This design comes from an exercise in tuning for small area and a short achievable clock period on the open sky130 flow, not from production work.
At most, simulation tests tie the RTL to the original design; equivalence was not proved.
No functional check of the RTL was part of run 1.
Power and IR drop assume default switching activity.

## flow/design.v (module list and top-level ports; edited modules follow where they fit)
// module DSP: 1357 lines
module DSP (A,B,D,C,CLK,CARRYIN,OPMODE,BCIN,RSTA,RSTB,RSTM,
RSTP,RSTC,RSTD,RSTCARRYIN,RSTOPMODE,CEA,CEB,CEM,CEP,CEC,CED,
CECARRYIN,CEOPMODE,PCIN,BCOUT,PCOUT,P,M,CARRYOUT,CARRYOUTF);
  // ...
==> flow/flow/run.sh <==
#!/bin/bash
# The standard layout (standard.sh: standard synthesis, then ORFS to
# finish), with one change: the port buffers are plain buffers (buf_2 from
# buffer_ports, then buf_1 on the inputs) instead of the delay cell
# buffer_ports picks by default.  Each tool's output is in orfs/logs.
set -euo pipefail
HERE=$(pwd)
cat >> config.mk <<EOC
export BUFFER_PORTS_ARGS = -buffer_cell sky130_fd_sc_hd__buf_2
export PRE_RESIZE_TCL = $HERE/flow/ports.tcl
EOC
bash standard.sh > standard.log 2>&1
==> flow/flow/ports.tcl <==
# Before repair_design: the input ports' buffers become buf_1.
set n 0
foreach bterm [[ord::get_db_block] getBTerms] {
  if {[$bterm getIoType] ne "INPUT"} { continue }
  set net [$bterm getNet]
  if {$net eq "NULL" || [$net getSigType] eq "CLOCK"} { continue }
  foreach iterm [$net getITerms] {
    set inst [$iterm getInst]
    if {[[$inst getMaster] getName] eq "sky130_fd_sc_hd__buf_2"} {
      replace_cell [get_cells [$inst getName]] sky130_fd_sc_hd__buf_1
      incr n
    }
  }
}
puts "flow/ports.tcl: $n input buffers set to buf_1"
==> flow/standard.sh <==
#!/bin/bash
# synth_recipe.tcl (not shown) runs the flow's synth.tcl, then flattens the netlist and writes it again
# the make line also repeats each setting of config.mk as NAME=value (left out here)
make -C /OpenROAD-flow-scripts/flow DESIGN_CONFIG=/design/flow/config.mk WORK_HOME=/design/flow/orfs CLKGATE_MAP_FILE= SYNTH_SCRIPT=/design/flow/synth_recipe.tcl "${@:-finish}"
==> flow/config.mk <==
export PLATFORM = sky130hd
export DESIGN_NAME = DSP
export DESIGN_NICKNAME = DSP
export VERILOG_FILES = /design/flow/design.v
export SDC_FILE = /design/flow/constraint.sdc
export NUM_CORES = 4
export LEC_CHECK = 0
export ABC_AREA = 1
export CAP_MARGIN = 20
export CORE_MARGIN = 2
export CORE_UTILIZATION = 40
export SETUP_SLACK_MARGIN = 3.0
export SLEW_MARGIN = 20
export BUFFER_PORTS_ARGS = -buffer_cell sky130_fd_sc_hd__buf_2
export PRE_RESIZE_TCL = /design/flow/flow/ports.tcl
==> flow/constraint.sdc <==
create_clock -name core_clock -period 7.0 [get_ports {CLK}]
set_input_delay 1.4000 -clock core_clock [delete_from_list [all_inputs] [get_ports {CLK}]]
set_output_delay 1.4000 -clock core_clock [all_outputs]
set_load 0.01 [all_outputs]
==> metrics.cfg, run 1 <==
[worst_setup_path]
cp.required_ns = 7.46
crit_buf_inv = 5
critPathCaptureType = flop
reg2reg_to = cyo

[final_layout]
layout.nets = 4176
n_all_inverters = 529
multi_input_area_share_pct = 57.8
sh_seq_area_pct = 18.4
n_fill_cell = 6083
final_util_pct = 48.1
n_all_buffers = 447
multi_input_area_mm2 = 0.0167

[hold_path]
hp-start = r89[18]
worstHoldPathCells = 1

[yosys]
synthAdderAreaFrac_pct = 18.6
synth.distinct_cells = 49
syn_area_mm2 = 0.0241
ys_seq_elements = 265
syn_inst = 3453
postSynth.topFlopCell = dfxtp_1

[job]
cap_viol_max_count = 0

[grt]
grt_pass1_wl_um = 126000
use_met2_pct = 42.9
grt_antenna_before_repair = 0

[pwr]
pwr-share-seq_pct = 25.9
powerClk_mw = 1.86
p_int_mw = 4.21
p_clk_share_pct = 25.7
pg_seq_mw = 1.87
p_total_mw = 7.21
power.leakage_nw = 14.1

[floorplan]
die_x_um = 250
boundaryPins = 346
dieArea_mm2 = 0.0623

[route]
drt-initial-drc-count = 1797
drt-met1-wl_um = 36000

[place]
place.gp.congestion = 0.882
numPortBuffers = 326

[cts]
clk_pin_slew_ns = 0.06

[sta]
finalCriticalPeriod_ns = 4.46
fin_crit_sh_pct = 63.7

[run_status]
status = timing/DRC/antenna clean

==> inputs of run 2 (changes only) <==
--- a/flow/design.v
+++ b/flow/design.v
@@ -25,17 +25,17 @@
   output [47:0] P;
   output [35:0] M;
   output CARRYOUT,CARRYOUTF;
   reg [7:0] opm;
   reg [17:0] dr, ar, br;
   reg [47:0] cr, pr;
   reg cyi, cyo;
   reg [35:0] ms;
-  reg [35:1] mc;
+  reg [35:2] mc;
   wire s6 = opm[6];
   wire [17:0] bx = B ^ {18{s6}};
   wire pre_hp0 = dr[0] ^ bx[0];
   wire pre_hg0 = dr[0] & bx[0];
   wire pre_hp1 = dr[1] ^ bx[1];
   wire pre_hg1 = dr[1] & bx[1];
   wire pre_hp2 = dr[2] ^ bx[2];
   wire pre_hg2 = dr[2] & bx[2];
@@ -761,233 +761,233 @@
   wire s445 = pp158 ^ s385 ^ c384;
   wire c446 = (pp158 & s385) | (pp158 & c384) | (s385 & c384);
   wire s447 = nc168 ^ pp159 ^ c386;
   wire c448 = (nc168 & pp159) | (nc168 & c386) | (pp159 & c386);
   wire s449 = r89[16] ^ r89[17] ^ ns160;
   wire c450 = (r89[16] & r89[17]) | (r89[16] & ns160) | (r89[17] & ns160);
   wire s451 = neg0 ^ pp1;
   wire c452 = neg0 & pp1;
-  wire [35:0] prod_s = {r89[19], nc169, s449, s447, s445, s443, c440, c438, s437, c434, c432, c430, c428, c426, c424, c422, c420, c418, c416, c414, c412, c410, c408, c406, c404, c402, c400, c398, c396, c394, c392, c390, c388, pp3, pp2, s451};
-  wire [35:0] prod_c = {nc170, c450, c448, c446, c444, c442, s441, s439, c436, s435, s433, s431, s429, s427, s425, s423, s421, s419, s417, s415, s413, s411, s409, s407, s405, s403, s401, s399, s397, s395, s393, s391, s389, s387, c452, 1'b0};
+  wire p453 = pp2 ^ c452;
+  wire g454 = pp2 & c452;
+  wire p455 = pp3 ^ s387;
+  wire g456 = pp3 & s387;
+  wire p457 = c388 ^ s389;
+  wire g458 = c388 & s389;
+  wire p459 = c390 ^ s391;
+  wire g460 = c390 & s391;
+  wire p461 = c392 ^ s393;
+  wire g462 = c392 & s393;
+  wire p463 = c394 ^ s395;
+  wire g464 = c394 & s395;
+  wire p465 = c396 ^ s397;
+  wire g466 = c396 & s397;
+  wire p467 = c398 ^ s399;
+  wire g468 = c398 & s399;
+  wire p469 = c400 ^ s401;
+  wire g470 = c400 & s401;
+  wire p471 = c402 ^ s403;
+  wire g472 = c402 & s403;
+  wire p473 = c404 ^ s405;
+  wire g474 = c404 & s405;
+  wire p475 = c406 ^ s407;
+  wire g476 = c406 & s407;
+  wire p477 = c408 ^ s409;
+  wire g478 = c408 & s409;
+  wire p479 = c410 ^ s411;
+  wire g480 = c410 & s411;
+  wire p481 = c412 ^ s413;
+  wire g482 = c412 & s413;
+  wire p483 = c414 ^ s415;
+  wire g484 = c414 & s415;
+  wire p485 = c416 ^ s417;
+  wire g486 = c416 & s417;
+  wire p487 = c418 ^ s419;
+  wire g488 = c418 & s419;
+  wire p489 = c420 ^ s421;
+  wire g490 = c420 & s421;
+  wire p491 = c422 ^ s423;
+  wire g492 = c422 & s423;
+  wire p493 = c424 ^ s425;
+  wire g494 = c424 & s425;
+  wire p495 = c426 ^ s427;
+  wire g496 = c426 & s427;
+  wire p497 = c428 ^ s429;
+  wire g498 = c428 & s429;
+  wire p499 = c430 ^ s431;
+  wire g500 = c430 & s431;
+  wire p501 = c432 ^ s433;
+  wire g502 = c432 & s433;
+  wire p503 = c434 ^ s435;
+  wire g504 = c434 & s435;
+  wire p505 = s437 ^ c436;
+  wire g506 = s437 & c436;
+  wire p507 = c438 ^ s439;
+  wire g508 = c438 & s439;
+  wire p509 = c440 ^ s441;
+  wire g510 = c440 & s441;
+  wire p511 = s443 ^ c442;
+  wire g512 = s443 & c442;
+  wire p513 = s445 ^ c444;
+  wire g514 = s445 & c444;
+  wire p515 = s447 ^ c446;
+  wire g516 = s447 & c446;
+  wire p517 = s449 ^ c448;
+  wire g518 = s449 & c448;
+  wire p519 = nc169 ^ c450;
+  wire g520 = nc169 & c450;
+  wire p521 = r89[19] ^ nc170;
+  wire g522 = r89[19] & nc170;
+  wire [35:0] prod_s = {p521, p519, p517, p515, p513, p511, p509, p507, p505, p503, p501, p499, p497, p495, p493, p491, p489, p487, p485, p483, p481, p479, p477, p475, p473, p471, p469, p467, p465, p463, p461, p459, p457, p455, p453, s451};
+  wire [35:0] prod_c = {g520, g518, g516, g514, g512, g510, g508, g506, g504, g502, g500, g498, g496, g494, g492, g490, g488, g486, g484, g482, g480, g478, g476, g474, g472, g470, g468, g466, g464, g462, g460, g458, g456, g454, 1'b0, 1'b0};
   always @(posedge CLK) begin
     if (RSTM) ms <= 36'd0;
     else if (CEM) ms <= prod_s;
   end
   always @(posedge CLK) begin
-    if (RSTM) mc <= 35'd0;
-    else if (CEM) mc <= prod_c[35:1];
+    if (RSTM) mc <= 34'd0;
+    else if (CEM) mc <= prod_c[35:2];
   end
-  wire [35:0] mc36 = {mc, 1'd0};
-  wire mp1 = ms[1] ^ mc36[1];
-  wire mg1 = ms[1] & mc36[1];
-  wire mp2 = ms[2] ^ mc36[2];
-  wire mg2 = ms[2] & mc36[2];
-  wire mp3 = ms[3] ^ mc36[3];
-  wire mg3 = ms[3] & mc36[3];
-  wire mp4 = ms[4] ^ mc36[4];
-  wire mg4 = ms[4] & mc36[4];
-  wire mp5 = ms[5] ^ mc36[5];
-  wire mg5 = ms[5] & mc36[5];
-  wire mp6 = ms[6] ^ mc36[6];
-  wire mg6 = ms[6] & mc36[6];
-  wire mp7 = ms[7] ^ mc36[7];
-  wire mg7 = ms[7] & mc36[7];
-  wire mp8 = ms[8] ^ mc36[8];
-  wire mg8 = ms[8] & mc36[8];
-  wire mp9 = ms[9] ^ mc36[9];
-  wire mg9 = ms[9] & mc36[9];
-  wire mp10 = ms[10] ^ mc36[10];
-  wire mg10 = ms[10] & mc36[10];
-  wire mp11 = ms[11] ^ mc36[11];
-  wire mg11 = ms[11] & mc36[11];
-  wire mp12 = ms[12] ^ mc36[12];
-  wire mg12 = ms[12] & mc36[12];
-  wire mp13 = ms[13] ^ mc36[13];
-  wire mg13 = ms[13] & mc36[13];
-  wire mp14 = ms[14] ^ mc36[14];
-  wire mg14 = ms[14] & mc36[14];
-  wire mp15 = ms[15] ^ mc36[15];
-  wire mg15 = ms[15] & mc36[15];
-  wire mp16 = ms[16] ^ mc36[16];
-  wire mg16 = ms[16] & mc36[16];
-  wire mp17 = ms[17] ^ mc36[17];
-  wire mg17 = ms[17] & mc36[17];
-  wire mp18 = ms[18] ^ mc36[18];
-  wire mg18 = ms[18] & mc36[18];
-  wire mp19 = ms[19] ^ mc36[19];
-  wire mg19 = ms[19] & mc36[19];
-  wire mp20 = ms[20] ^ mc36[20];
-  wire mg20 = ms[20] & mc36[20];
-  wire mp21 = ms[21] ^ mc36[21];
-  wire mg21 = ms[21] & mc36[21];
-  wire mp22 = ms[22] ^ mc36[22];
-  wire mg22 = ms[22] & mc36[22];
-  wire mp23 = ms[23] ^ mc36[23];
-  wire mg23 = ms[23] & mc36[23];
-  wire mp24 = ms[24] ^ mc36[24];
-  wire mg24 = ms[24] & mc36[24];
-  wire mp25 = ms[25] ^ mc36[25];
-  wire mg25 = ms[25] & mc36[25];
-  wire mp26 = ms[26] ^ mc36[26];
-  wire mg26 = ms[26] & mc36[26];
-  wire mp27 = ms[27] ^ mc36[27];
-  wire mg27 = ms[27] & mc36[27];
-  wire mp28 = ms[28] ^ mc36[28];
-  wire mg28 = ms[28] & mc36[28];
-  wire mp29 = ms[29] ^ mc36[29];
-  wire mg29 = ms[29] & mc36[29];
-  wire mp30 = ms[30] ^ mc36[30];
-  wire mg30 = ms[30] & mc36[30];
-  wire mp31 = ms[31] ^ mc36[31];
-  wire mg31 = ms[31] & mc36[31];
-  wire mp32 = ms[32] ^ mc36[32];
-  wire mg32 = ms[32] & mc36[32];
-  wire mp33 = ms[33] ^ mc36[33];
-  wire mg33 = ms[33] & mc36[33];
-  wire mp34 = ms[34] ^ mc36[34];
-  wire mg34 = ms[34] & mc36[34];
-  wire mp35 = ms[35] ^ mc36[35];
-  wire mg35 = ms[35] & mc36[35];
-  wire ma_g0_3 = mg3 | (mp3 & mg2);
-  wire ma_p0_3 = mp3 & mp2;
-  wire ma_g0_5 = mg5 | (mp5 & mg4);
-  wire ma_p0_5 = mp5 & mp4;
-  wire ma_g0_7 = mg7 | (mp7 & mg6);
-  wire ma_p0_7 = mp7 & mp6;
-  wire ma_g0_9 = mg9 | (mp9 & mg8);
-  wire ma_p0_9 = mp9 & mp8;
-  wire ma_g0_11 = mg11 | (mp11 & mg10);
-  wire ma_p0_11 = mp11 & mp10;
-  wire ma_g0_13 = mg13 | (mp13 & mg12);
-  wire ma_p0_13 = mp13 & mp12;
-  wire ma_g0_15 = mg15 | (mp15 & mg14);
-  wire ma_p0_15 = mp15 & mp14;
-  wire ma_g0_17 = mg17 | (mp17 & mg16);
-  wire ma_p0_17 = mp17 & mp16;
-  wire ma_g0_19 = mg19 | (mp19 & mg18);
-  wire ma_p0_19 = mp19 & mp18;
-  wire ma_g0_21 = mg21 | (mp21 & mg20);
-  wire ma_p0_21 = mp21 & mp20;
-  wire ma_g0_23 = mg23 | (mp23 & mg22);
-  wire ma_p0_23 = mp23 & mp22;
-  wire ma_g0_25 = mg25 | (mp25 & mg24);
-  wire ma_p0_25 = mp25 & mp24;
-  wire ma_g0_27 = mg27 | (mp27 & mg26);
-  wire ma_p0_27 = mp27 & mp26;
-  wire ma_g0_29 = mg29 | (mp29 & mg28);
-  wire ma_p0_29 = mp29 & mp28;
-  wire ma_g0_31 = mg31 | (mp31 & mg30);
-  wire ma_p0_31 = mp31 & mp30;
-  wire ma_g0_33 = mg33 | (mp33 & mg32);
-  wire ma_p0_33 = mp33 & mp32;
-  wire ma_g0_35 = mg35 | (mp35 & mg34);
-  wire ma_p0_35 = mp35 & mp34;
-  wire ma_g1_2 = mg2 | (mp2 & mg1);
-  wire ma_p1_2 = mp2 & mp1;
-  wire ma_g1_3 = ma_g0_3 | (ma_p0_3 & mg1);
-  wire ma_p1_3 = ma_p0_3 & mp1;
-  wire ma_g1_6 = mg6 | (mp6 & ma_g0_5);
-  wire ma_p1_6 = mp6 & ma_p0_5;
+  wire [35:0] mc36 = {mc, 2'd0};
+  wire ma_g0_3 = mc36[4] | (ms[3] & mc36[3]);
+  wire ma_p0_3 = ms[3] & ms[2];
+  wire ma_g0_5 = mc36[6] | (ms[5] & mc36[5]);
+  wire ma_p0_5 = ms[5] & ms[4];
+  wire ma_g0_7 = mc36[8] | (ms[7] & mc36[7]);
+  wire ma_p0_7 = ms[7] & ms[6];
+  wire ma_g0_9 = mc36[10] | (ms[9] & mc36[9]);
+  wire ma_p0_9 = ms[9] & ms[8];
+  wire ma_g0_11 = mc36[12] | (ms[11] & mc36[11]);
+  wire ma_p0_11 = ms[11] & ms[10];
+  wire ma_g0_13 = mc36[14] | (ms[13] & mc36[13]);
+  wire ma_p0_13 = ms[13] & ms[12];
+  wire ma_g0_15 = mc36[16] | (ms[15] & mc36[15]);
+  wire ma_p0_15 = ms[15] & ms[14];
+  wire ma_g0_17 = mc36[18] | (ms[17] & mc36[17]);
+  wire ma_p0_17 = ms[17] & ms[16];
+  wire ma_g0_19 = mc36[20] | (ms[19] & mc36[19]);
+  wire ma_p0_19 = ms[19] & ms[18];
+  wire ma_g0_21 = mc36[22] | (ms[21] & mc36[21]);
+  wire ma_p0_21 = ms[21] & ms[20];
+  wire ma_g0_23 = mc36[24] | (ms[23] & mc36[23]);
+  wire ma_p0_23 = ms[23] & ms[22];
+  wire ma_g0_25 = mc36[26] | (ms[25] & mc36[25]);
+  wire ma_p0_25 = ms[25] & ms[24];
+  wire ma_g0_27 = mc36[28] | (ms[27] & mc36[27]);
+  wire ma_p0_27 = ms[27] & ms[26];
+  wire ma_g0_29 = mc36[30] | (ms[29] & mc36[29]);
+  wire ma_p0_29 = ms[29] & ms[28];
+  wire ma_g0_31 = mc36[32] | (ms[31] & mc36[31]);
+  wire ma_p0_31 = ms[31] & ms[30];
+  wire ma_g0_33 = mc36[34] | (ms[33] & mc36[33]);
+  wire ma_p0_33 = ms[33] & ms[32];
+  wire ma_g0_35 = ms[35] & mc36[35];
+  wire ma_p0_35 = ms[35] & ms[34];
+  wire ma_g1_2 = mc36[3] | (ms[2] & mc36[2]);
+  wire ma_p1_2 = ms[2] & ms[1];
+  wire ma_g1_3 = ma_g0_3 | (ma_p0_3 & mc36[2]);
+  wire ma_p1_3 = ma_p0_3 & ms[1];
+  wire ma_g1_6 = mc36[7] | (ms[6] & ma_g0_5);
+  wire ma_p1_6 = ms[6] & ma_p0_5;
   wire ma_g1_7 = ma_g0_7 | (ma_p0_7 & ma_g0_5);
   wire ma_p1_7 = ma_p0_7 & ma_p0_5;
-  wire ma_g1_10 = mg10 | (mp10 & ma_g0_9);
-  wire ma_p1_10 = mp10 & ma_p0_9;
+  wire ma_g1_10 = mc36[11] | (ms[10] & ma_g0_9);
+  wire ma_p1_10 = ms[10] & ma_p0_9;
   wire ma_g1_11 = ma_g0_11 | (ma_p0_11 & ma_g0_9);
   wire ma_p1_11 = ma_p0_11 & ma_p0_9;
-  wire ma_g1_14 = mg14 | (mp14 & ma_g0_13);
-  wire ma_p1_14 = mp14 & ma_p0_13;
+  wire ma_g1_14 = mc36[15] | (ms[14] & ma_g0_13);
+  wire ma_p1_14 = ms[14] & ma_p0_13;
   wire ma_g1_15 = ma_g0_15 | (ma_p0_15 & ma_g0_13);
   wire ma_p1_15 = ma_p0_15 & ma_p0_13;
-  wire ma_g1_18 = mg18 | (mp18 & ma_g0_17);
-  wire ma_p1_18 = mp18 & ma_p0_17;
+  wire ma_g1_18 = mc36[19] | (ms[18] & ma_g0_17);
+  wire ma_p1_18 = ms[18] & ma_p0_17;
   wire ma_g1_19 = ma_g0_19 | (ma_p0_19 & ma_g0_17);
   wire ma_p1_19 = ma_p0_19 & ma_p0_17;
-  wire ma_g1_22 = mg22 | (mp22 & ma_g0_21);
-  wire ma_p1_22 = mp22 & ma_p0_21;
+  wire ma_g1_22 = mc36[23] | (ms[22] & ma_g0_21);
+  wire ma_p1_22 = ms[22] & ma_p0_21;
   wire ma_g1_23 = ma_g0_23 | (ma_p0_23 & ma_g0_21);
   wire ma_p1_23 = ma_p0_23 & ma_p0_21;
-  wire ma_g1_26 = mg26 | (mp26 & ma_g0_25);
-  wire ma_p1_26 = mp26 & ma_p0_25;
+  wire ma_g1_26 = mc36[27] | (ms[26] & ma_g0_25);
+  wire ma_p1_26 = ms[26] & ma_p0_25;
   wire ma_g1_27 = ma_g0_27 | (ma_p0_27 & ma_g0_25);
   wire ma_p1_27 = ma_p0_27 & ma_p0_25;
-  wire ma_g1_30 = mg30 | (mp30 & ma_g0_29);
-  wire ma_p1_30 = mp30 & ma_p0_29;
+  wire ma_g1_30 = mc36[31] | (ms[30] & ma_g0_29);
+  wire ma_p1_30 = ms[30] & ma_p0_29;
   wire ma_g1_31 = ma_g0_31 | (ma_p0_31 & ma_g0_29);
   wire ma_p1_31 = ma_p0_31 & ma_p0_29;
-  wire ma_g1_34 = mg34 | (mp34 & ma_g0_33);
-  wire ma_p1_34 = mp34 & ma_p0_33;
+  wire ma_g1_34 = mc36[35] | (ms[34] & ma_g0_33);
+  wire ma_p1_34 = ms[34] & ma_p0_33;
   wire ma_g1_35 = ma_g0_35 | (ma_p0_35 & ma_g0_33);
   wire ma_p1_35 = ma_p0_35 & ma_p0_33;
-  wire ma_g2_4 = mg4 | (mp4 & ma_g1_3);
-  wire ma_p2_4 = mp4 & ma_p1_3;
+  wire ma_g2_4 = mc36[5] | (ms[4] & ma_g1_3);
+  wire ma_p2_4 = ms[4] & ma_p1_3;
   wire ma_g2_5 = ma_g0_5 | (ma_p0_5 & ma_g1_3);
   wire ma_p2_5 = ma_p0_5 & ma_p1_3;
   wire ma_g2_6 = ma_g1_6 | (ma_p1_6 & ma_g1_3);
   wire ma_p2_6 = ma_p1_6 & ma_p1_3;
   wire ma_g2_7 = ma_g1_7 | (ma_p1_7 & ma_g1_3);
   wire ma_p2_7 = ma_p1_7 & ma_p1_3;
-  wire ma_g2_12 = mg12 | (mp12 & ma_g1_11);
-  wire ma_p2_12 = mp12 & ma_p1_11;
+  wire ma_g2_12 = mc36[13] | (ms[12] & ma_g1_11);
+  wire ma_p2_12 = ms[12] & ma_p1_11;
   wire ma_g2_13 = ma_g0_13 | (ma_p0_13 & ma_g1_11);
   wire ma_p2_13 = ma_p0_13 & ma_p1_11;
   wire ma_g2_14 = ma_g1_14 | (ma_p1_14 & ma_g1_11);
   wire ma_p2_14 = ma_p1_14 & ma_p1_11;
   wire ma_g2_15 = ma_g1_15 | (ma_p1_15 & ma_g1_11);
   wire ma_p2_15 = ma_p1_15 & ma_p1_11;
-  wire ma_g2_20 = mg20 | (mp20 & ma_g1_19);
-  wire ma_p2_20 = mp20 & ma_p1_19;
+  wire ma_g2_20 = mc36[21] | (ms[20] & ma_g1_19);
+  wire ma_p2_20 = ms[20] & ma_p1_19;
   wire ma_g2_21 = ma_g0_21 | (ma_p0_21 & ma_g1_19);
   wire ma_p2_21 = ma_p0_21 & ma_p1_19;
   wire ma_g2_22 = ma_g1_22 | (ma_p1_22 & ma_g1_19);
   wire ma_p2_22 = ma_p1_22 & ma_p1_19;
   wire ma_g2_23 = ma_g1_23 | (ma_p1_23 & ma_g1_19);
   wire ma_p2_23 = ma_p1_23 & ma_p1_19;
-  wire ma_g2_28 = mg28 | (mp28 & ma_g1_27);
-  wire ma_p2_28 = mp28 & ma_p1_27;
+  wire ma_g2_28 = mc36[29] | (ms[28] & ma_g1_27);
+  wire ma_p2_28 = ms[28] & ma_p1_27;
   wire ma_g2_29 = ma_g0_29 | (ma_p0_29 & ma_g1_27);
   wire ma_p2_29 = ma_p0_29 & ma_p1_27;
   wire ma_g2_30 = ma_g1_30 | (ma_p1_30 & ma_g1_27);
   wire ma_p2_30 = ma_p1_30 & ma_p1_27;
   wire ma_g2_31 = ma_g1_31 | (ma_p1_31 & ma_g1_27);
   wire ma_p2_31 = ma_p1_31 & ma_p1_27;
-  wire ma_g3_8 = mg8 | (mp8 & ma_g2_7);
-  wire ma_p3_8 = mp8 & ma_p2_7;
+  wire ma_g3_8 = mc36[9] | (ms[8] & ma_g2_7);
+  wire ma_p3_8 = ms[8] & ma_p2_7;
   wire ma_g3_9 = ma_g0_9 | (ma_p0_9 & ma_g2_7);
   wire ma_p3_9 = ma_p0_9 & ma_p2_7;
   wire ma_g3_10 = ma_g1_10 | (ma_p1_10 & ma_g2_7);
   wire ma_p3_10 = ma_p1_10 & ma_p2_7;
   wire ma_g3_11 = ma_g1_11 | (ma_p1_11 & ma_g2_7);
   wire ma_p3_11 = ma_p1_11 & ma_p2_7;
   wire ma_g3_12 = ma_g2_12 | (ma_p2_12 & ma_g2_7);
   wire ma_p3_12 = ma_p2_12 & ma_p2_7;
   wire ma_g3_13 = ma_g2_13 | (ma_p2_13 & ma_g2_7);
   wire ma_p3_13 = ma_p2_13 & ma_p2_7;
   wire ma_g3_14 = ma_g2_14 | (ma_p2_14 & ma_g2_7);
   wire ma_p3_14 = ma_p2_14 & ma_p2_7;
   wire ma_g3_15 = ma_g2_15 | (ma_p2_15 & ma_g2_7);
   wire ma_p3_15 = ma_p2_15 & ma_p2_7;
-  wire ma_g3_24 = mg24 | (mp24 & ma_g2_23);
-  wire ma_p3_24 = mp24 & ma_p2_23;
+  wire ma_g3_24 = mc36[25] | (ms[24] & ma_g2_23);
+  wire ma_p3_24 = ms[24] & ma_p2_23;
   wire ma_g3_25 = ma_g0_25 | (ma_p0_25 & ma_g2_23);
   wire ma_p3_25 = ma_p0_25 & ma_p2_23;
   wire ma_g3_26 = ma_g1_26 | (ma_p1_26 & ma_g2_23);
   wire ma_p3_26 = ma_p1_26 & ma_p2_23;
   wire ma_g3_27 = ma_g1_27 | (ma_p1_27 & ma_g2_23);
   wire ma_p3_27 = ma_p1_27 & ma_p2_23;
   wire ma_g3_28 = ma_g2_28 | (ma_p2_28 & ma_g2_23);
   wire ma_p3_28 = ma_p2_28 & ma_p2_23;
   wire ma_g3_29 = ma_g2_29 | (ma_p2_29 & ma_g2_23);
   wire ma_p3_29 = ma_p2_29 & ma_p2_23;
   wire ma_g3_30 = ma_g2_30 | (ma_p2_30 & ma_g2_23);
   wire ma_p3_30 = ma_p2_30 & ma_p2_23;
   wire ma_g3_31 = ma_g2_31 | (ma_p2_31 & ma_g2_23);
   wire ma_p3_31 = ma_p2_31 & ma_p2_23;
-  wire ma_g4_16 = mg16 | (mp16 & ma_g3_15);
-  wire ma_p4_16 = mp16 & ma_p3_15;
+  wire ma_g4_16 = mc36[17] | (ms[16] & ma_g3_15);
+  wire ma_p4_16 = ms[16] & ma_p3_15;
   wire ma_g4_17 = ma_g0_17 | (ma_p0_17 & ma_g3_15);
   wire ma_p4_17 = ma_p0_17 & ma_p3_15;
   wire ma_g4_18 = ma_g1_18 | (ma_p1_18 & ma_g3_15);
   wire ma_p4_18 = ma_p1_18 & ma_p3_15;
   wire ma_g4_19 = ma_g1_19 | (ma_p1_19 & ma_g3_15);
   wire ma_p4_19 = ma_p1_19 & ma_p3_15;
   wire ma_g4_20 = ma_g2_20 | (ma_p2_20 & ma_g3_15);
   wire ma_p4_20 = ma_p2_20 & ma_p3_15;
@@ -1008,25 +1008,25 @@
   wire ma_g4_28 = ma_g3_28 | (ma_p3_28 & ma_g3_15);
   wire ma_p4_28 = ma_p3_28 & ma_p3_15;
   wire ma_g4_29 = ma_g3_29 | (ma_p3_29 & ma_g3_15);
   wire ma_p4_29 = ma_p3_29 & ma_p3_15;
   wire ma_g4_30 = ma_g3_30 | (ma_p3_30 & ma_g3_15);
   wire ma_p4_30 = ma_p3_30 & ma_p3_15;
   wire ma_g4_31 = ma_g3_31 | (ma_p3_31 & ma_g3_15);
   wire ma_p4_31 = ma_p3_31 & ma_p3_15;
-  wire ma_g5_32 = mg32 | (mp32 & ma_g4_31);
-  wire ma_p5_32 = mp32 & ma_p4_31;
+  wire ma_g5_32 = mc36[33] | (ms[32] & ma_g4_31);
+  wire ma_p5_32 = ms[32] & ma_p4_31;
   wire ma_g5_33 = ma_g0_33 | (ma_p0_33 & ma_g4_31);
   wire ma_p5_33 = ma_p0_33 & ma_p4_31;
   wire ma_g5_34 = ma_g1_34 | (ma_p1_34 & ma_g4_31);
   wire ma_p5_34 = ma_p1_34 & ma_p4_31;
   wire ma_g5_35 = ma_g1_35 | (ma_p1_35 & ma_g4_31);
   wire ma_p5_35 = ma_p1_35 & ma_p4_31;
-  assign M = {mp35 ^ ma_g5_34, mp34 ^ ma_g5_33, mp33 ^ ma_g5_32, mp32 ^ ma_g4_31, mp31 ^ ma_g4_30, mp30 ^ ma_g4_29, mp29 ^ ma_g4_28, mp28 ^ ma_g4_27, mp27 ^ ma_g4_26, mp26 ^ ma_g4_25, mp25 ^ ma_g4_24, mp24 ^ ma_g4_23, mp23 ^ ma_g4_22, mp22 ^ ma_g4_21, mp21 ^ ma_g4_20, mp20 ^ ma_g4_19, mp19 ^ ma_g4_18, mp18 ^ ma_g4_17, mp17 ^ ma_g4_16, mp16 ^ ma_g3_15, mp15 ^ ma_g3_14, mp14 ^ ma_g3_13, mp13 ^ ma_g3_12, mp12 ^ ma_g3_11, mp11 ^ ma_g3_10, mp10 ^ ma_g3_9, mp9 ^ ma_g3_8, mp8 ^ ma_g2_7, mp7 ^ ma_g2_6, mp6 ^ ma_g2_5, mp5 ^ ma_g2_4, mp4 ^ ma_g1_3, mp3 ^ ma_g1_2, mp2 ^ mg1, mp1 ^ 1'b0, ms[0] ^ 1'b0};
+  assign M = {ms[35] ^ ma_g5_34, ms[34] ^ ma_g5_33, ms[33] ^ ma_g5_32, ms[32] ^ ma_g4_31, ms[31] ^ ma_g4_30, ms[30] ^ ma_g4_29, ms[29] ^ ma_g4_28, ms[28] ^ ma_g4_27, ms[27] ^ ma_g4_26, ms[26] ^ ma_g4_25, ms[25] ^ ma_g4_24, ms[24] ^ ma_g4_23, ms[23] ^ ma_g4_22, ms[22] ^ ma_g4_21, ms[21] ^ ma_g4_20, ms[20] ^ ma_g4_19, ms[19] ^ ma_g4_18, ms[18] ^ ma_g4_17, ms[17] ^ ma_g4_16, ms[16] ^ ma_g3_15, ms[15] ^ ma_g3_14, ms[14] ^ ma_g3_13, ms[13] ^ ma_g3_12, ms[12] ^ ma_g3_11, ms[11] ^ ma_g3_10, ms[10] ^ ma_g3_9, ms[9] ^ ma_g3_8, ms[8] ^ ma_g2_7, ms[7] ^ ma_g2_6, ms[6] ^ ma_g2_5, ms[5] ^ ma_g2_4, ms[4] ^ ma_g1_3, ms[3] ^ ma_g1_2, ms[2] ^ mc36[2], ms[1] ^ 1'b0, ms[0] ^ 1'b0};
   wire s7 = opm[7];
   wire [47:0] x = ({48{opm[1:0] == 2'd1}} & {12'd0, M})
                 | ({48{opm[1:0] == 2'd2}} & pr)
                 | ({48{opm[1:0] == 2'd3}} & {dr[11:0], ar, br});
   wire [47:0] z = ({48{opm[3:2] == 2'd1}} & PCIN)
                 | ({48{opm[3:2] == 2'd2}} & pr)
                 | ({48{opm[3:2] == 2'd3}} & cr);
   wire [47:0] xs = x ^ {48{s7}};
==> flow/config.mk (replaced) <==
export PLATFORM = sky130hd
export DESIGN_NAME = DSP
export DESIGN_NICKNAME = DSP
export VERILOG_FILES = /design/flow/design.v
export SDC_FILE = /design/flow/constraint.sdc
export NUM_CORES = 4
export LEC_CHECK = 0
export ABC_AREA = 1
export CAP_MARGIN = 20
export CORE_MARGIN = 2
export CORE_UTILIZATION = 40
export SETUP_SLACK_MARGIN = 3.3
export SLEW_MARGIN = 20
export BUFFER_PORTS_ARGS = -buffer_cell sky130_fd_sc_hd__buf_2
export PRE_RESIZE_TCL = /design/flow/flow/ports.tcl
==> metrics.cfg, run 2 <==
[yosys]
synth_top_family_by_area = simple AND/OR/NAND/NOR gates  ; unchanged
yosysSeqAreaShare_pct = 22.1  ; was 22.0%
ys_warn_count = 1  ; unchanged
ys_seq_elements = 265  ; unchanged
ys_top_cells_by_area = dfxtp_1, nand2_1, fa_1, xor2_1, inv_1  ; unchanged
synth-xor-area-share_pct = 9.27  ; was 9.11%
syn_area_mm2 = 0.0240  ; was 0.0241 mm²
synth_compound_area_share_pct = 16.4  ; was 16.7%
synth_area_leader_cell = dfxtp_1  ; unchanged
postSynth.topFlopCell = dfxtp_1  ; unchanged
avgSynthCellArea_um2 = 7.05  ; was 6.99 µm²
syn_inst = 3404  ; was 3,453
synthMuxAreaShare_pct = 0  ; was 0.0466%
synthAdderAreaFrac_pct = 18.6  ; about the same
yosysMostFrequentCell = nand2_1  ; unchanged
syn_nets = 3871  ; was 3,920
async_reset_ff_share_pct = 0  ; unchanged
yosys.area_share.simple_pct = 20.8  ; was 20.6%
synth_common_cells = nand2_1, inv_1, a21oi_1, dfxtp_1, xor2_1  ; unchanged
synthDominantCellAreaShare_pct = 22.1  ; was 22.0%
synth_edf_count = 0  ; unchanged
synth.distinct_cells = 48  ; was 49

[cts]
cts.sinks = 265  ; unchanged
worstSkewPairLatency_ns = 0.57  ; was 0.56 ns
clk_path_buf_depth = 3  ; unchanged
root_buffer = clkbuf_16  ; unchanged
clk_pin_slew_ns = 0.06  ; about the same
cts_max_level = 2  ; unchanged
numCtsBuffers = 36  ; was 34
cts_tree = built  ; unchanged

[final_layout]
final_util_pct = 52.5  ; was 48.1%
layout.nets = 4263  ; was 4,176
reg_top3 = cr: 48 flops, pr: 48 flops, ms: 36 flops  ; unchanged
fin_cells = 4596  ; was 4,514
drive_above_1_share_pct = 23.9  ; was 16.6%
mostFrequentLayoutCell = nand2_1  ; unchanged
area_delta_synth_final_pct = 29.2  ; was 19.5%
layout_common_cells = nand2_1, inv_1, a21oi_1, dfxtp_1, xor2_1  ; unchanged

[sta]
setup_viol = 0  ; unchanged
worstMarginPinSlew_ns = 1.06  ; was 1.07 ns
postLayoutSetupSlackWorst_ns = 3.09  ; was 2.54 ns
final_max_slew_viol_count = 0  ; unchanged
timing.hold.ws_ns = 0.460  ; was 0.418 ns
fmax_mhz = 256  ; was 224 MHz
finalCriticalPeriod_ns = 3.91  ; was 4.46 ns
relSlewSlack_pct = 29.5  ; was 28.9%
finalHoldViolCount = 0  ; unchanged
rsz0062_at_grt = true  ; unchanged
fin_crit_sh_pct = 55.9  ; was 63.7%
finalSetupTns_ns = 0  ; unchanged
skew_ns = 0.0264  ; was 0.0217 ns

[hold_path]
hp-start = cr[41]  ; was r89[18]
worstHoldPathCells = 2  ; was 1
worstHoldPathType = flop to flop  ; unchanged

[job]
cap_viol_max_count = 0  ; unchanged

[worst_setup_path]
path_class = input port to flop  ; was flop to flop
critPathMaxFanout = 6  ; unchanged
critPathCaptureType = flop  ; unchanged
critPathLaunchType = input port  ; was flop
cp.required_ns = 7.43  ; was 7.46 ns
timing.rr.start = mc[5]  ; was ms[3]
regToRegSetupSlack_ns = 3.12  ; was 2.54 ns
worstRegToRegCells = 27  ; was 32
critPathLaunch = B[2]  ; was ms[3]
arrival_ns = 4.34  ; was 4.91 ns

[route]
drc = 0  ; unchanged
routed_wl_um = 88400  ; was 83,100 µm
drt-initial-drc-count = 1846  ; was 1,797
via_per_inst = 5.36  ; was 5.22
firstDrtPassIters = 8  ; was 6
num_vias = 24633  ; was 23,582
avgRoutedWirePerCell_um = 19.2  ; was 18.4 µm
ant_nets = 0  ; unchanged

[grt]
grt_pass1_wl_um = 133000  ; was 126,000 µm
grt_use_total_pct = 27.2  ; was 25.6%
grt_start_max_net_pins = 98  ; was 73
grt_pass1_vias = 23366  ; was 22,101
grt_antenna_before_repair = 2  ; was 0
grt-ovfl-total = 0  ; unchanged

[floorplan]
dieArea_mm2 = 0.0620  ; was 0.0623 mm²
boundaryPins = 346  ; unchanged
num_rows = 89  ; was 90
die_y_um = 249  ; was 250 µm
core_area_mm2 = 0.0591  ; was 0.0600 mm²
start_util_pct = 40.6  ; was 40.2%
die_x_um = 249  ; was 250 µm

[pwr]
power.density_mw_per_mm2 = 266  ; was 250 mW/mm²
peakVddDrop_v = 0.000208  ; was 0.000164 V
power.leakage_nw = 14.8  ; was 14.1 nW

[place]
numPortBuffers = 326  ; unchanged
place.gp.congestion = 0.894  ; was 0.882
dp_slack_ns = 2.11  ; was 1.83 ns
hpwl_um = 60400  ; was 60,100 µm
dp_cells = 4293  ; was 4,356

[run_status]
status = timing/DRC/antenna clean  ; unchanged

## run 2: stage by stage
stage | power (mW) | cell area (µm²)
after detailed placement | 5.48 | 25500
final | 8.25 | 31000
after global placement | 5.46 | 25700
after floorplan | 4.39 | 24100
after global routing | 8.86 | 31000
after CTS | 7.93 | 29300
## run 2: kinds of logic (layout without fill, tap and decap cells)
logic type	Yosys count	count (layout)
buf+inv	743	1158
other cells	0	1
compound gates	670	670
fa+ha+maj	273	273
flops	265	265
xor+xnor	254	254
simple gates	1199	1202
## run 2: cell type report
class | count | area [µm²]
Antenna cell | 1 | 2.50
Clock buffer | 51 | 1050
Clock inverter | 13 | 231
Fill cell | 5701 | 28100
Inverter | 505 | 2180
Multi-Input combinational cell | 2399 | 17300
Sequential cell | 265 | 5410
Tap cell | 773 | 967
Timing Repair Buffer | 572 | 3690
Timing Repair inverter | 17 | 133
## run 2: report_power, final
group	total (mW)	leakage [nW]	internal (mW)	switching, mW
Sequential	1.94	2.21	1.72	0.226
Combinational	4.30	12.0	1.81	2.49
Clock	2.01	0.615	1.23	0.776
Total	8.25	14.8	4.76	3.49
## run 2: metal layers
layer | track usage, % | vias to the layer above | wire [µm]
li1 | - | 11759 | -
met1 | 35.3 | 11725 | 36600
met2 | 45.5 | 933 | 41800
met3 | 4.92 | 214 | 6770
met4 | 9.06 | 2 | 3310
met5 | 0 | - | 13
## run 2: worst max-delay path, cell delays in order
cell	delay (ns)
buf_6	0.09
xor2_1	0.13
ha_1	0.35
buf_4	0.16
a21oi_2	0.14
nand2_2	0.09
nand2_2	0.08
nand2_4	0.06
nand2_2	0.06
nand2_2	0.06
inv_2	0.06
fa_2	0.43
o21ai_2	0.16
nor2_2	0.08
a211oi_4	0.19
buf_6	0.15
nand2_8	0.06
nand2_8	0.13
buf_12	0.13
inv_12	0.04
nand4_1	0.08
nand2_1	0.05
inv_1	0.06
nand3_2	0.08
## run 2: final timing paths
path | endpoint
setup / recovery | r89[16]
hold / removal | cr[41]
setup reg to reg | pr[31]
hold reg to reg | cr[41]
## run 2: what timing repair did
item,4_1_cts,5_1_grt
resized for setup,351,254
pin swaps,94,124
buffers inserted,136,80
setup endpoints to repair,117,99
hold buffers,0,0
gates cloned,17,5
==> inputs of run 3 (changes only) <==
--- a/flow/config.mk
+++ b/flow/config.mk
@@ -9,7 +9,7 @@
 export CAP_MARGIN = 20
 export CORE_MARGIN = 2
 export CORE_UTILIZATION = 40
-export SETUP_SLACK_MARGIN = 3.3
+export SETUP_SLACK_MARGIN = 2.8
 export SLEW_MARGIN = 20
 export BUFFER_PORTS_ARGS = -buffer_cell sky130_fd_sc_hd__buf_2
 export PRE_RESIZE_TCL = /design/flow/flow/ports.tcl
==> metrics.cfg, run 3 <==
[yosys]
synth_common_cells = nand2_1, inv_1, a21oi_1, dfxtp_1, xor2_1  ; unchanged
syn_inst = 3404  ; unchanged
syn_area_mm2 = 0.0240  ; unchanged
ys_seq_elements = 265  ; unchanged
ys_warn_count = 1  ; unchanged
synthDominantCellAreaShare_pct = 22.1  ; unchanged
synth.distinct_cells = 48  ; unchanged
syn_nets = 3871  ; unchanged
yosysSeqAreaShare_pct = 22.1  ; unchanged
postSynth.topFlopCell = dfxtp_1  ; unchanged
avgSynthCellArea_um2 = 7.05  ; unchanged
async_reset_ff_share_pct = 0  ; unchanged
ys_top_cells_by_area = dfxtp_1, nand2_1, fa_1, xor2_1, inv_1  ; unchanged
synth_edf_count = 0  ; unchanged
yosysMostFrequentCell = nand2_1  ; unchanged
synth_area_leader_cell = dfxtp_1  ; unchanged

[final_layout]
final_util_pct = 46.3  ; was 52.5%
mostFrequentLayoutCell = nand2_1  ; unchanged
area_delta_synth_final_pct = 14.1  ; was 29.2%
regArea_mm2 = 0.00531  ; was 0.00541 mm²
fin_cells = 4391  ; was 4,596
drive_above_1_share_pct = 11.5  ; was 23.9%
reg_top3 = cr: 48 flops, pr: 48 flops, ms: 36 flops  ; unchanged
multi_input_area_mm2 = 0.0160  ; was 0.0173 mm²
n_fill_cell = 6066  ; was 5,701
stdcell_area_mm2 = 0.0274  ; was 0.0310 mm²
layout.nets = 4058  ; was 4,263
layout_common_cells = nand2_1, inv_1, a21oi_1, dfxtp_1, xor2_1  ; unchanged

[run_status]
status = timing/DRC/antenna clean  ; unchanged

[floorplan]
num_rows = 89  ; unchanged
core_area_mm2 = 0.0591  ; unchanged
die_x_um = 249  ; unchanged
start_util_pct = 40.6  ; unchanged
die_y_um = 249  ; unchanged
dieArea_mm2 = 0.0620  ; unchanged
boundaryPins = 346  ; unchanged

[job]
cap_viol_max_count = 0  ; unchanged

[place]
dp_slack_ns = 2.13  ; was 2.11 ns
numPortBuffers = 326  ; unchanged
hpwl_um = 60200  ; was 60,400 µm
dp_cells = 4293  ; unchanged
placed_area_mm2 = 0.0255  ; about the same
place.gp.congestion = 0.904  ; was 0.894

[grt]
grt_use_total_pct = 25.3  ; was 27.2%
grt_start_max_net_pins = 98  ; unchanged
grt-ovfl-total = 0  ; unchanged
grt_pass1_wl_um = 124000  ; was 133,000 µm
grt_pass1_vias = 21849  ; was 23,366
grt_antenna_before_repair = 1  ; was 2

[cts]
clk_pin_slew_ns = 0.05  ; was 0.06 ns
cts_max_level = 2  ; unchanged
clk_path_buf_depth = 3  ; unchanged
worstSkewPairLatency_ns = 0.56  ; was 0.57 ns
cts_hold_buf = 0  ; unchanged
cts.sinks = 265  ; unchanged
numCtsBuffers = 36  ; unchanged
cts_tree = built  ; unchanged
root_buffer = clkbuf_16  ; unchanged

[worst_setup_path]
path_class = flop to output pin  ; was input port to flop
arrival_ns = 2.69  ; was 4.34 ns
regToRegSetupSlack_ns = 2.96  ; was 3.12 ns
reg2reg_to = ms[18]  ; was pr[31]
critPathLaunchType = flop  ; was input port
cp.required_ns = 5.60  ; was 7.43 ns
timing.rr.start = enc_two[2]  ; was mc[5]
critPathMaxFanout = 7  ; was 6
critPathLaunch = ms[9]  ; was B[2]
critPathCaptureType = output pin  ; was flop
worstRegToRegCells = 11  ; was 27
crit_path_end = M[33]  ; was r89[16]

[sta]
final_max_slew_viol_count = 0  ; unchanged
worstMarginPinSlew_ns = 0.974  ; was 1.06 ns
postLayoutSetupSlackWorst_ns = 2.91  ; was 3.09 ns
skew_ns = 0.0221  ; was 0.0264 ns
fin_crit_sh_pct = 58.5  ; was 55.9%
finalSetupTns_ns = 0  ; unchanged
rsz0062_at_grt = true  ; unchanged
relSlewSlack_pct = 35.1  ; was 29.5%
timing.hold.ws_ns = 0.463  ; was 0.460 ns
finalHoldViolCount = 0  ; unchanged
setup_viol = 0  ; unchanged
fmax_mhz = 244  ; was 256 MHz
finalCriticalPeriod_ns = 4.09  ; was 3.91 ns

[route]
ant_nets = 0  ; unchanged
avgRoutedWirePerCell_um = 18.4  ; was 19.2 µm
firstDrtPassIters = 5  ; was 8
drc = 0  ; unchanged
drt-initial-drc-count = 1711  ; was 1,846
num_vias = 23017  ; was 24,633
via_per_inst = 5.24  ; was 5.36
routed_wl_um = 80700  ; was 88,400 µm

[pwr]
power.leakage_nw = 13.2  ; was 14.8 nW
p_total_mw = 7.56  ; was 8.25 mW
peakVddDrop_v = 0.000145  ; was 0.000208 V
power.density_mw_per_mm2 = 276  ; was 266 mW/mm²

[hold_path]
worstHoldPathCells = 2  ; unchanged
worstHoldPathType = flop to flop  ; unchanged

-- run 3: where the power goes --
group	switching (mW)	total, mW	leakage, nW	internal [mW]
Combinational	2.29	3.74	10.4	1.45
Clock	0.767	1.91	0.606	1.14
Sequential	0.200	1.91	2.19	1.71
-- run 3: cell type report --
type / count / area share, %
Timing Repair Buffer: 380 / 6.91
Tap cell: 773 / 3.53
Multi-Input combinational cell: 2398 / 58.4
Inverter: 505 / 7.27
Sequential cell: 265 / 19.4
Antenna cell: 1 / 0.00913
Timing Repair inverter: 5 / 0.132
Clock buffer: 47 / 3.73
Clock inverter: 17 / 0.653
-- run 3: repair_timing --
item / CTS / global route
pin swaps: 1 / 20
gates cloned: 3 / 4
resized for setup: 57 / 79
endpoints found under the setup margin: 62 / 54
setup buffers: 3 / 23
-- run 3: layer usage --
layer	up-vias	share of wire, %	track usage [%]
li1	11350	-	-
met1	10876	43	32.5
met2	683	48	43.6
met3	108	6.2	4.11
met4	0	2.4	7.46
met5	-	0	0
-- run 3: worst min path at each step --
| stage | startpoint | to | slack [ns] |
|---|---|---|---|
| 2_1_floorplan | mc[8] | mc[8] | 0.43 |
| 3_3_place_gp | cr[24] | cr[24] | 0.45 |
| 3_5_place_dp | mc[28] | mc[28] | 0.45 |
| 4_1_cts | mc[28] | mc[28] | 0.46 |
| 5_1_grt | cr[4] | cr[4] | 0.48 |
| 6_report | mc[28] | mc[28] | 0.46 |
-- run 3: cell families after synthesis --
kind of cell | synth area share [%]
and+or+nand+nor | 20.8
buffers and inverters | 12.8
AOI/OAI and AO/OA | 16.4
adders and majority gates | 18.6
DFF | 22.1
xor gates and xnor gates | 9.27
-- run 3: worst max-delay path, stage by stage, from the launching register on --
cell and delay (ns):
dfxtp_1 0.36, a21o_1 0.21, nand3_1 0.07, nand2_1 0.14, a21oi_4 0.26, nand2_8 0.12, nand2_1 0.09, nand2_2 0.08
ha_1 0.19, nor2_1 0.12, xor2_1 0.21, buf_4 0.15, buf_4 0.12
==> inputs of run 4 (changes only) <==
--- a/flow/config.mk
+++ b/flow/config.mk
@@ -9,7 +9,8 @@
 export CAP_MARGIN = 20
 export CORE_MARGIN = 2
 export CORE_UTILIZATION = 40
-export SETUP_SLACK_MARGIN = 2.8
+export SETUP_SLACK_MARGIN = 3.0
 export SLEW_MARGIN = 20
+export TNS_END_PERCENT = 20
 export BUFFER_PORTS_ARGS = -buffer_cell sky130_fd_sc_hd__buf_2
 export PRE_RESIZE_TCL = /design/flow/flow/ports.tcl
==> metrics.cfg, run 4 <==
[run_status]
status = timing/DRC/antenna clean  ; unchanged

[final_layout]
layout_common_cells = nand2_1, inv_1, a21oi_1, dfxtp_1, xor2_1  ; unchanged
drive_above_1_share_pct = 14.6  ; was 11.5%
diodes = 0  ; was 1
mostFrequentLayoutCell = nand2_1  ; unchanged
area_delta_synth_final_pct = 17.0  ; was 14.1%
reg_top3 = cr: 48 flops, pr: 48 flops, ms: 36 flops  ; unchanged
layout.nets = 4083  ; was 4,058

[pwr]
power.leakage_nw = 13.4  ; was 13.2 nW
power.density_mw_per_mm2 = 275  ; was 276 mW/mm²
peakVddDrop_v = 0.000172  ; was 0.000145 V

[place]
place.gp.congestion = 0.903  ; was 0.904
hpwl_um = 59800  ; was 60,200 µm
numPortBuffers = 326  ; unchanged

[grt]
grt_pass1_wl_um = 125000  ; was 124,000 µm
grt_antenna_before_repair = 2  ; was 1
grt_pass1_vias = 22103  ; was 21,849
grt-ovfl-total = 0  ; unchanged
grt_start_max_net_pins = 71  ; was 98
grt_use_total_pct = 25.5  ; was 25.3%

[worst_setup_path]
crit_path_end = M[33]  ; unchanged
critPathCaptureType = output pin  ; unchanged
cp.required_ns = 5.60  ; about the same
reg2reg_to = ms[15]  ; was ms[18]
path_class = flop to output pin  ; unchanged
worstRegToRegCells = 12  ; was 11
crit_chain = a21o_1, nand3_2, nand2_2, a21oi_4, buf_12, nand2_8, nand2_2, nand2_2, ha_1, nor2_1, xor2_1, buf_4, buf_6  ; was a21o_1, nand3_1, nand2_1, a21oi_4, nand2_8, nand2_1, nand2_2, ha_1, nor2_1, xor2_1, buf_4, buf_4
timing.rr.start = ar[3]  ; was enc_two[2]
cpPeakStageDelay_ns = 0.36  ; about the same
critPathLaunch = ms[9]  ; unchanged
regToRegSetupSlack_ns = 2.98  ; was 2.96 ns
arrival_ns = 2.65  ; was 2.69 ns
critPathMaxFanout = 5  ; was 7
cp_slowest_cell = dfxtp_4  ; was dfxtp_1
critPathLaunchType = flop  ; unchanged
crit_top_cell = nand2_2

[yosys]
ys_warn_count = 1  ; unchanged
ys_seq_elements = 265  ; unchanged
avgSynthCellArea_um2 = 7.05  ; unchanged
synth_common_cells = nand2_1, inv_1, a21oi_1, dfxtp_1, xor2_1  ; unchanged
ys_top_cells_by_area = dfxtp_1, nand2_1, fa_1, xor2_1, inv_1  ; unchanged
syn_nets = 3871  ; unchanged
synth_area_leader_cell = dfxtp_1  ; unchanged
yosysMostFrequentCell = nand2_1  ; unchanged
syn_inst = 3404  ; unchanged
synthAdderAreaFrac_pct = 18.6  ; unchanged
yosysSeqAreaShare_pct = 22.1  ; unchanged
async_reset_ff_share_pct = 0  ; unchanged
synth_top_family_by_area = simple AND/OR/NAND/NOR gates  ; unchanged
postSynth.topFlopCell = dfxtp_1  ; unchanged
synthDominantCellAreaShare_pct = 22.1  ; unchanged
syn_area_mm2 = 0.0240  ; unchanged
synth-xor-area-share_pct = 9.27  ; unchanged
synth_edf_count = 0  ; unchanged
synth.distinct_cells = 48  ; unchanged
yosys.area_share.simple_pct = 20.8  ; unchanged
synthMuxAreaShare_pct = 0  ; unchanged
synth_compound_area_share_pct = 16.4  ; unchanged

[cts]
worstSkewPairLatency_ns = 0.58  ; was 0.56 ns
clk_pin_slew_ns = 0.05  ; about the same
cts.sinks = 265  ; unchanged
cts_max_level = 2  ; unchanged
cts_tree = built  ; unchanged
clk_path_buf_depth = 3  ; unchanged
numCtsBuffers = 36  ; unchanged
root_buffer = clkbuf_16  ; unchanged

[sta]
setup_viol = 0  ; unchanged
fin_crit_sh_pct = 57.8  ; was 58.5%
timing.hold.ws_ns = 0.461  ; was 0.463 ns
rsz0062_at_grt = true  ; unchanged
finalHoldViolCount = 0  ; unchanged
skew_ns = 0.0298  ; was 0.0221 ns
worstMarginPinSlew_ns = 0.850  ; was 0.974 ns
final_max_slew_viol_count = 0  ; unchanged
finalCriticalPeriod_ns = 4.05  ; was 4.09 ns
finalSetupTns_ns = 0  ; unchanged
relSlewSlack_pct = 43.3  ; was 35.1%
fmax_mhz = 247  ; was 244 MHz

[route]
num_vias = 23332  ; was 23,017
ant_nets = 0  ; unchanged
firstDrtPassIters = 5  ; unchanged
avgRoutedWirePerCell_um = 18.5  ; was 18.4 µm
drc = 0  ; unchanged
routed_wl_um = 81600  ; was 80,700 µm
via_per_inst = 5.28  ; was 5.24
drt-initial-drc-count = 1616  ; was 1,711

[floorplan]
core_area_mm2 = 0.0591  ; unchanged
num_rows = 89  ; unchanged
boundaryPins = 346  ; unchanged
die_x_um = 249  ; unchanged
die_y_um = 249  ; unchanged
start_util_pct = 40.6  ; unchanged
dieArea_mm2 = 0.0620  ; unchanged

[job]
cap_viol_max_count = 0  ; unchanged

[hold_path]
worstHoldPathType = flop to flop  ; unchanged

-- run 4: cell counts after synthesis --
No cell type changed its count.
-- run 4: worst min path at each step --
stage                 from  endpoint  slack, ns  depth (start not counted)
global placement    cr[14]    cr[14]       0.45                          2
floorplan            mc[8]     mc[8]       0.43                          2
finish              cr[10]    cr[10]       0.46                          2
global route        cr[42]    cr[42]       0.47                          2
CTS                 cr[10]    cr[10]       0.46                          2
detailed placement  opm[5]       cyi       0.45                          2
-- run 4: final cells by class --
type	instances	area, µm²
Clock buffer	47	972
Clock inverter	19	288
Fill cell	6020	31100
Inverter	505	2000
Multi-Input combinational cell	2399	16400
Sequential cell	265	5340
Tap cell	773	967
Timing Repair Buffer	404	2110
Timing Repair inverter	5	43.8
-- run 4: cell families (layout without fill, tap and decap cells) --
group                      after synthesis  count (layout)
AOI/OAI and AO/OA                      670             670
xor gates and xnor gates               254             254
adders and majority gates              273             273
buffers and inverters                  743             980
DFF                                    265             265
and+or+nand+nor                       1199            1202
-- run 4: power breakdown --
group / switching [mW] / total (mW) / internal [mW]
Clock: 0.783 / 2.00 / 1.22
Sequential: 0.205 / 1.92 / 1.72
Combinational: 2.30 / 3.78 / 1.49
Total: 3.29 / 7.71 / 4.42
-- run 4: stage by stage --
stage / area (µm²) / total power, mW / utilization, % / instances / setup slack [ns]
2_1_floorplan: 24000 / 4.37 / - / 3404 / 2.95
5_1_grt: 28100 / 8.35 / 47.5 / 4417 / 2.84
3_5_place_dp: 25500 / 5.45 / 43.1 / 4294 / 2.15
4_1_cts: 27000 / 7.53 / 45.7 / 4372 / 2.92
6_report: 28100 / 7.71 / 47.5 / 4417 / 2.95
3_3_place_gp: 25700 / 5.43 / 43.4 / 4292 / 2.18
-- run 4: metal layers --
| metal | GRT usage (%) | vias up | part of all wire (%) |
|---|---|---|---|
| li1 | - | 11408 | - |
| met1 | 32.6 | 11004 | 43 |
| met2 | 43.0 | 785 | 47 |
| met3 | 5.43 | 133 | 7.3 |
| met4 | 7.97 | 2 | 3.2 |
| met5 | 0 | - | 0.016 |
-- run 4: critical path, delay by kind of cell, from the launching register on --
family / cells / cell delay [ns]
fa+ha+maj: 1 / 0.18
simple gates: 6 / 0.52
xor+xnor: 1 / 0.24
buf+inv: 3 / 0.41
flops: 1 / 0.36
compound gates: 2 / 0.37
-- run 4: timing repair --
action	4_1_cts	5_1_grt
setup endpoints to repair	84	87
pin swaps	6	59
setup buffers	10	39
resized for setup	74	177
hold buffers	0	0
gates cloned	2	6
==> inputs of run 5 (changes only) <==
--- a/flow/config.mk
+++ b/flow/config.mk
@@ -11,6 +11,5 @@
 export CORE_UTILIZATION = 40
 export SETUP_SLACK_MARGIN = 3.0
 export SLEW_MARGIN = 20
-export TNS_END_PERCENT = 20
 export BUFFER_PORTS_ARGS = -buffer_cell sky130_fd_sc_hd__buf_2
 export PRE_RESIZE_TCL = /design/flow/flow/ports.tcl
==> metrics.cfg, run 5 <==
[cts]
cts_hold_buf = 0  ; unchanged
worstSkewPairLatency_ns = 0.58  ; about the same
numCtsBuffers = 36  ; unchanged
clk_path_buf_depth = 3  ; unchanged
root_buffer = clkbuf_16  ; unchanged
cts.sinks = 265  ; unchanged
clk_pin_slew_ns = 0.06  ; was 0.05 ns
cts_tree = built  ; unchanged
cts_max_level = 2  ; unchanged

[worst_setup_path]
critPathMaxFanout = 9  ; was 5
path_class = flop to output pin  ; unchanged
timing.rr.start = ms[9]  ; was ar[3]
cp.required_ns = 5.60  ; about the same
worstRegToRegCells = 21  ; was 12
regToRegSetupSlack_ns = 3.12  ; was 2.98 ns
reg2reg_to = pr[31]  ; was ms[15]
critPathCaptureType = output pin  ; unchanged
crit_chain = a21oi_2, o21ai_2, nand2_1, nand3_4, a21oi_4, nand2_4, ha_4, nor2_4, xor2_2, buf_4, buf_6  ; was a21o_1, nand3_2, nand2_2, a21oi_4, buf_12, nand2_8, nand2_2, nand2_2, ha_1, nor2_1, xor2_1, buf_4, buf_6
critPathLaunchType = flop  ; unchanged
arrival_ns = 2.56  ; was 2.65 ns
cp_slowest_cell = dfxtp_1  ; was dfxtp_4
critPathTopFamily = compound AO/OA/AOI/OAI gates  ; was simple AND/OR/NAND/NOR gates
crit_buf_inv = 2  ; was 3
cp_num_cells = 11  ; was 13
cpPeakStageDelay_ns = 0.37  ; was 0.36 ns

[grt]
grt-ovfl-total = 0  ; unchanged
use_met2_pct = 43.7  ; was 43.0%
grt_use_total_pct = 25.4  ; was 25.5%
grt_antenna_before_repair = 2  ; unchanged
grt_pass1_vias = 22160  ; was 22,103
grt_pass1_wl_um = 125000  ; about the same
gr-usage-met1_pct = 32.4  ; was 32.6%
grt_start_max_net_pins = 98  ; was 71
grt_use_met3_pct = 4.45  ; was 5.43%
top_usage_layer = met2  ; unchanged

[pwr]
power.leakage_nw = 13.5  ; was 13.4 nW
peakVddDrop_v = 0.000206  ; was 0.000172 V
power.density_mw_per_mm2 = 271  ; was 275 mW/mm²

[yosys]
synth_edf_count = 0  ; unchanged
synth_top_family_by_area = simple AND/OR/NAND/NOR gates  ; unchanged
yosysSeqAreaShare_pct = 22.1  ; unchanged
synthAdderAreaFrac_pct = 18.6  ; unchanged
synth-xor-area-share_pct = 9.27  ; unchanged
yosys.area_share.simple_pct = 20.8  ; unchanged
syn_area_mm2 = 0.0240  ; unchanged
ys_warn_count = 1  ; unchanged
syn_nets = 3871  ; unchanged
ys_top_cells_by_area = dfxtp_1, nand2_1, fa_1, xor2_1, inv_1  ; unchanged
synthMuxAreaShare_pct = 0  ; unchanged
synth_area_leader_cell = dfxtp_1  ; unchanged
yosysMostFrequentCell = nand2_1  ; unchanged
avgSynthCellArea_um2 = 7.05  ; unchanged
async_reset_ff_share_pct = 0  ; unchanged
postSynth.topFlopCell = dfxtp_1  ; unchanged
ys_seq_elements = 265  ; unchanged
synth.distinct_cells = 48  ; unchanged
synth_common_cells = nand2_1, inv_1, a21oi_1, dfxtp_1, xor2_1  ; unchanged
synthDominantCellAreaShare_pct = 22.1  ; unchanged
synth_compound_area_share_pct = 16.4  ; unchanged
syn_inst = 3404  ; unchanged

[sta]
setup_viol = 0  ; unchanged
skew_ns = 0.0384  ; was 0.0298 ns
finalCriticalPeriod_ns = 3.96  ; was 4.05 ns
rsz0062_at_grt = true  ; unchanged
timing.hold.ws_ns = 0.460  ; was 0.461 ns
fmax_mhz = 252  ; was 247 MHz
relSlewSlack_pct = 34.4  ; was 43.3%
final_max_slew_viol_count = 0  ; unchanged
worstMarginPinSlew_ns = 0.985  ; was 0.850 ns
fin_crit_sh_pct = 56.6  ; was 57.8%
finalSetupTns_ns = 0  ; unchanged
finalHoldViolCount = 0  ; unchanged

[floorplan]
die_x_um = 249  ; unchanged
core_area_mm2 = 0.0591  ; unchanged
die_y_um = 249  ; unchanged
dieArea_mm2 = 0.0620  ; unchanged
boundaryPins = 346  ; unchanged
start_util_pct = 40.6  ; unchanged
num_rows = 89  ; unchanged

[run_status]
status = timing/DRC/antenna clean  ; unchanged

[final_layout]
regArea_mm2 = 0.00533  ; was 0.00534 mm²
n_fill_cell = 6047  ; was 6,020
mostFrequentLayoutCell = nand2_1  ; unchanged
layout_common_cells = nand2_1, inv_1, a21oi_1, dfxtp_1, xor2_1  ; unchanged
drive_above_1_share_pct = 15.4  ; was 14.6%
reg_top3 = cr: 48 flops, pr: 48 flops, ms: 36 flops  ; unchanged
layout.nets = 4102  ; was 4,083
area_delta_synth_final_pct = 17.8  ; was 17.0%
multi_input_area_mm2 = 0.0164  ; about the same

[route]
num_vias = 23261  ; was 23,332
avgRoutedWirePerCell_um = 18.3  ; was 18.5 µm
firstDrtPassIters = 5  ; unchanged
via_per_inst = 5.25  ; was 5.28
routed_wl_um = 81300  ; was 81,600 µm
ant_nets = 0  ; unchanged
drt-initial-drc-count = 1304  ; was 1,616
drc = 0  ; unchanged

[job]
cap_viol_max_count = 0  ; unchanged

[place]
place.gp.congestion = 0.894  ; was 0.903
numPortBuffers = 326  ; unchanged
hpwl_um = 59800  ; about the same

[hold_path]
min_to = cr[17]  ; was cr[10]
worstHoldPathCells = 2  ; unchanged
worstHoldPathType = flop to flop  ; unchanged
hp-start = cr[17]  ; was cr[10]

## run 5: cell counts after synthesis
No cell type changed its count.
## run 5: layer usage
| metal | vias to the layer above | wire [µm] |
|---|---|---|
| met4 | 0 | 2120 |
| met2 | 671 | 38900 |
| met5 | - | 0 |
| met3 | 113 | 4930 |
| li1 | 11443 | - |
| met1 | 11034 | 35300 |
## run 5: worst max-delay path by stage
stage	start	endpoint	slack (ns)
2_1_floorplan	B[12]	r89[17]	2.95
5_1_grt	ms[5]	pr[16]	2.88
3_5_place_dp	CEA	r89[16]	2.16
4_1_cts	ms[20]	pr[32]	2.96
3_3_place_gp	CEA	r89[16]	2.20
6_report	ms[17]	M[33]	3.04
## run 5: layout make-up
class	count	area share [%]
Clock inverter	18	0.743
Inverter	505	7.19
Timing Repair inverter	5	0.212
Tap cell	773	3.42
Multi-Input combinational cell	2398	58.0
Timing Repair Buffer	424	8.13
Clock buffer	44	3.40
Sequential cell	265	18.9
Antenna cell	1	0.00885
## run 5: kinds of logic (layout without fill, tap and decap cells)
family	after synthesis	after routing
AND/OR/NAND/NOR	1199	1201
buffers and inverters	743	996
AO/OA/AOI/OAI	670	670
adder cells (fa/ha/maj)	273	273
flip-flops	265	265
XOR/XNOR	254	254
other	0	1
## run 5: power by group
part | switching, mW | leakage, nW | internal [mW]
combinational | 2.31 | 10.8 | 1.53
sequential | 0.210 | 2.19 | 1.72
clock | 0.781 | 0.571 | 1.10
total | 3.30 | 13.5 | 4.35
## run 5: repair_timing
action,4_1_cts,5_1_grt
pin swaps,12,70
setup buffers,15,54
resized for setup,94,209
cloned,2,5
setup endpoints to repair,75,81
## run 5: worst register-to-register path, cell delays in order, from the launching register on
cell and delay, ns:
dfxtp_4 0.36, a21o_1 0.18, nand3_2 0.08, nand2_4 0.07
a21oi_4 0.27, nand2_8 0.13, buf_12 0.15, ha_4 0.24
nand2_2 0.07, o211ai_1 0.10, xor2_1 0.17, ha_1 0.36
a21o_1 0.22, a21oi_2 0.15, o21bai_2 0.10, nand2_1 0.08
nand2_2 0.09, a21oi_2 0.19, nand2_4 0.09, fa_2 0.54
o21ai_2 0.05, a21oi_1 0.13
## run 5: through the flow
step                setup WS [ns]  std cells  instance area, µm²  total power, mW  utilization [%]
finish                       3.04       4433               28300             7.65             47.8
global route                 2.88       4432               28300             8.30             47.8
CTS                          2.96       4373               27100             7.47             45.8
detailed placement           2.16       4294               25500             5.47             43.1
global placement             2.20       4292               25700             5.44             43.4
floorplan                    2.95       3404               24000             4.37                -

afterwards: timing with drivers on the ports:
In the flow no input, the clock included, has a driving cell. The finished layouts below were timed again as built, in two steps.
Step 1 (the two cells are an assumption about what drives the block):
set clk [get_ports {CLK}]
set_driving_cell -lib_cell sky130_fd_sc_hd__clkbuf_16 $clk
set_driving_cell -lib_cell sky130_fd_sc_hd__buf_2 [delete_from_list [all_inputs] $clk]
Step 2 moves the port delays by t, midway between the first and last clock arrival at a register: inputs arrive t later, outputs are due t later. That takes back most of the time a late clock gives input paths.
Three values: no drivers, after step 1, after step 2; two values: the first two.
run | shift t [ns] | slack for setup (ns) | worst setup path after step 2
run 1 | 0.610 | 2.541 / 2.515 / 2.390 | input to register
run 2 | 0.620 | 3.090 / 3.031 / 2.500 | input to register
run 3 | 0.611 | 2.908 / 2.849 / 2.382 | input to register
run 4 | 0.627 | 2.954 / 2.893 / 2.455 | input to register
run 5 | 0.620 | 3.035 / 2.975 / 2.458 | input to register
After both steps every run listed still meets setup and hold. The setup slack of run 2, which loses most, moves by -0.059 ns with the drivers and by -0.590 ns with both steps.
